Context: an optimization exercise on an open-source flow, tuned for small area. The choices shown serve that exercise and are no tape-out recipe. Only simulation tests tie the RTL to the original design; equivalence was not proved. Power is estimated from default activity; no workload was simulated.

wip/garnet:
==> flow/design.v <==
module gshare
	#(  parameter GH_WIDTH = 8,
		parameter PC_WIDTH = 32,
		parameter INDEX_W  = 8
	)
	(
	input clk,ares,sync_reset,
	input [PC_WIDTH-1:0] instr_data,
	input instr_valid,
	input [INDEX_W-1:0] pred_result_idx,
	input pred_result_data,
	input pred_result_valid,
	output [INDEX_W+1-1:0] pred_data,
	output pred_valid
);
	localparam N = 256;
	reg [N-1:0] dir_n;      
	reg [N-1:0] str;        
	reg [7:0] ghist;
	reg clr_pend;           
	reg wb_valid;           
	reg [7:0] wb_idx;
	reg wb_taken;
	genvar g, k;
	wire clear = clr_pend | sync_reset;
	wire [15:0] b_row = 16'd1 << wb_idx[7:4];
	wire [15:0] b_col = 16'd1 << wb_idx[3:0];
	wire [15:0] row_dir, row_str;
	generate for (g = 0; g < 16; g = g + 1) begin : rd
		assign row_dir[g] = |(b_col & ~dir_n[g*16 +: 16]);
		assign row_str[g] = |(b_col & str[g*16 +: 16]);
	end endgenerate
	wire cur_dir = |(b_row & row_dir);
	wire cur_str = |(b_row & row_str);
	wire new_dir = cur_str ? cur_dir : wb_taken;
	wire new_str = cur_dir ~^ wb_taken;
	wire [7:0] idx = instr_data[7:0] ^ ghist;
	wire [7:0] lo_sel = 8'd1 << idx[2:0];
	wire [31:0] grp;
	generate for (g = 0; g < 32; g = g + 1) begin : prd
		assign grp[g] = |(lo_sel & dir_n[g*8 +: 8]);
	end endgenerate
	wire tbl_dir_n = grp[idx[7:3]];
	wire p_hit = wb_valid & (wb_idx == idx);
	assign pred_data = {idx, p_hit ? new_dir : (clr_pend | ~tbl_dir_n)};
	assign pred_valid = instr_valid;
	wire [15:0] w_row = (b_row & {16{wb_valid}}) | {16{clear}};
	wire [15:0] w_col = b_col | {16{clear}};
	wire w_dir_n = ~clear & ~new_dir;
	wire w_str = ~clear & new_str;
	integer i;
	always @(posedge clk) begin
		for (i = 0; i < N; i = i + 1)
			if (w_row[i/16] & w_col[i%16]) begin
				dir_n[i] <= w_dir_n;
				str[i] <= w_str;
			end
	end
	always @(posedge clk or posedge ares) begin
		if (ares) begin
			clr_pend <= 1'b1;
			wb_valid <= 1'b0;
		end else begin
			clr_pend <= 1'b0;
			wb_valid <= pred_result_valid & ~sync_reset;
		end
	end
	always @(posedge clk) begin
		wb_idx <= pred_result_idx;
		wb_taken <= pred_result_data;
	end
	always @(posedge clk or posedge ares) begin
		if (ares) ghist <= 8'd0;
		else if (sync_reset) ghist <= 8'd0;
		else if (pred_result_valid) ghist <= {ghist[6:0], pred_result_data};
	end
endmodule
clock: 9.0 ns
lec_check: 0
cap_margin: 5
core_margin: 2
core_utilization: 72
cts_buf_list: sky130_fd_sc_hd__clkbuf_8
cts_cluster_diameter: 60
cts_cluster_size: 16
place_density: 0.82
slew_margin: 5
standard.sh (not shown) runs the stock make flow with config.mk's settings and CLKGATE_MAP_FILE= SYNTH_SCRIPT=/design/flow/synth_recipe.tcl, a recipe that flattens the netlist after the stock synthesis.
==> flow/flow/run.sh <==
#!/bin/bash
set -euo pipefail
W=$(pwd)
# synthesis script: synth_recipe.tcl, sourcing a copy of ORFS synth.tcl whose
# abc call uses our script
sed "s#log_cmd abc {\*}\$abc_args#log_cmd abc -script $W/flow/abc.script {*}[lrange \$abc_args 2 end]#" \
  "$FLOW_HOME/scripts/synth.tcl" > "$W/area_synth_main.tcl"
grep -q "flow/abc.script" "$W/area_synth_main.tcl"
sed "s#\$::env(SCRIPTS_DIR)/synth.tcl#$W/area_synth_main.tcl#" "$W/synth_recipe.tcl" > "$W/area_synth.tcl"
grep -q "area_synth_main.tcl" "$W/area_synth.tcl"
sed "s#SYNTH_SCRIPT=[^ ]*#SYNTH_SCRIPT=$W/area_synth.tcl#" "$W/standard.sh" > "$W/area_standard.sh"
grep -q "area_synth.tcl" "$W/area_standard.sh"
export BUFFER_PORTS_ARGS="-buffer_cell sky130_fd_sc_hd__buf_1"
bash "$W/area_standard.sh" finish > "$W/flow_make.log" 2>&1
==> flow/flow/abc.script <==
strash
&get -n
&st
&dch -f
&nf -a -R 1000
&put
strash
&get -n
&st
&dch -f
&nf -a -R 1000
&put
strash
&get -n
&st
&dch -f
&nf -a -R 1000
&put
Changes in wip/yarrow relative to wip/garnet:
- swapping 72 for 50 in CORE_UTILIZATION
- swapping 5 for 20 in SLEW_MARGIN
- swapping 0.82 for 0.6 in PLACE_DENSITY
- swapping 5 for 20 in CAP_MARGIN
==> flow/flow/abc.script <==
strash
&get -n
&st
&synch2
&nf -a -R 1000
&st
&synch2
&nf -a -R 1000
&put
## What came out
- Going from wip/garnet to wip/yarrow, the via count of the first global-routing pass was found to have gone down by 3.4%.
- Sequential share of layout area: higher on wip/garnet
- wip/garnet -> wip/yarrow: tap cell count increased by more than half
- wip/yarrow vs wip/garnet — pre-CTS worst setup slack dropped 0.21 ns.
- Changes observed in wip/yarrow relative to wip/garnet: post-layout minimum cycle time decreased 0.15 ns; worst hold margin increased 0.051 ns.
The inputs of wip/willow differ from those of wip/yarrow as listed below.
- changing CORE_UTILIZATION from 50 to 65
- changing SLEW_MARGIN from 20 to 10
- changing PLACE_DENSITY from 0.6 to 0.75
- changing CAP_MARGIN from 20 to 10
--- outcome ---
- Looking only at final critical path time including I/O delays and setup, and setting everything else aside, the higher value of wip/yarrow and wip/willow goes to wip/yarrow.
- wip/yarrow was routed with fewer vias than wip/willow.
- Looking at peak fanout along the critical path across wip/yarrow and wip/willow, the one that comes out higher is wip/yarrow.
- Ratio of total power to cell area shrinks by a few percent when moving from wip/yarrow to wip/willow.
- Status: cell area after technology mapping parity (wip/yarrow, wip/willow)
- On clock buffer instance count of the final layout: between wip/yarrow and wip/willow, it ends up lower for wip/willow.
- In the flow results for wip/yarrow and wip/willow, the share of total power in the clock network is larger on wip/yarrow.
- Final standard cell area without fillers down 1.6% in wip/willow wrt wip/yarrow
- Comparing wip/yarrow and wip/willow, the higher count of buffers not belonging to the clock network in the layout was measured on wip/willow.
- The run showing the greater worst reg-to-reg setup slack is wip/yarrow.

## re-timing with driven ports
The flow's constraints put no driver on any port. The routed layouts listed below were extracted and timed again, unchanged, in two steps. Step 1 (the two cells are an assumption about what drives the block):
set clk [get_ports {clk}]
set_driving_cell -lib_cell sky130_fd_sc_hd__clkbuf_16 $clk
set_driving_cell -lib_cell sky130_fd_sc_hd__buf_2 [delete_from_list [all_inputs] $clk]
Step 2 times the ports against the registers' clock, not the clock port: input delays grow and output delays shrink by t, the midpoint of the rising clock arrivals with the driver on. Three values: ideal ports, drivers, drivers and shift; two values: the first two.
run | shift t [ns] | setup WS [ns] | worst setup path at the end | clock arrival spread, ns | cell pins on the clock port's net
wip/garnet | 0.653 | 1.311 / 1.258 / 1.517 | input to output | 0.049 / 0.049 | 1
wip/yarrow | 0.720 | 1.460 / 1.430 / 1.430 | input to output | 0.043 / 0.043 | 1
wip/willow | 0.670 | 1.525 / 1.501 / 1.501 | input to output | 0.041 / 0.041 | 1
After both steps setup and hold are still met in every run listed. The setup slack of wip/yarrow, which loses most, moves by -0.030 ns with the drivers and by -0.030 ns with both steps.
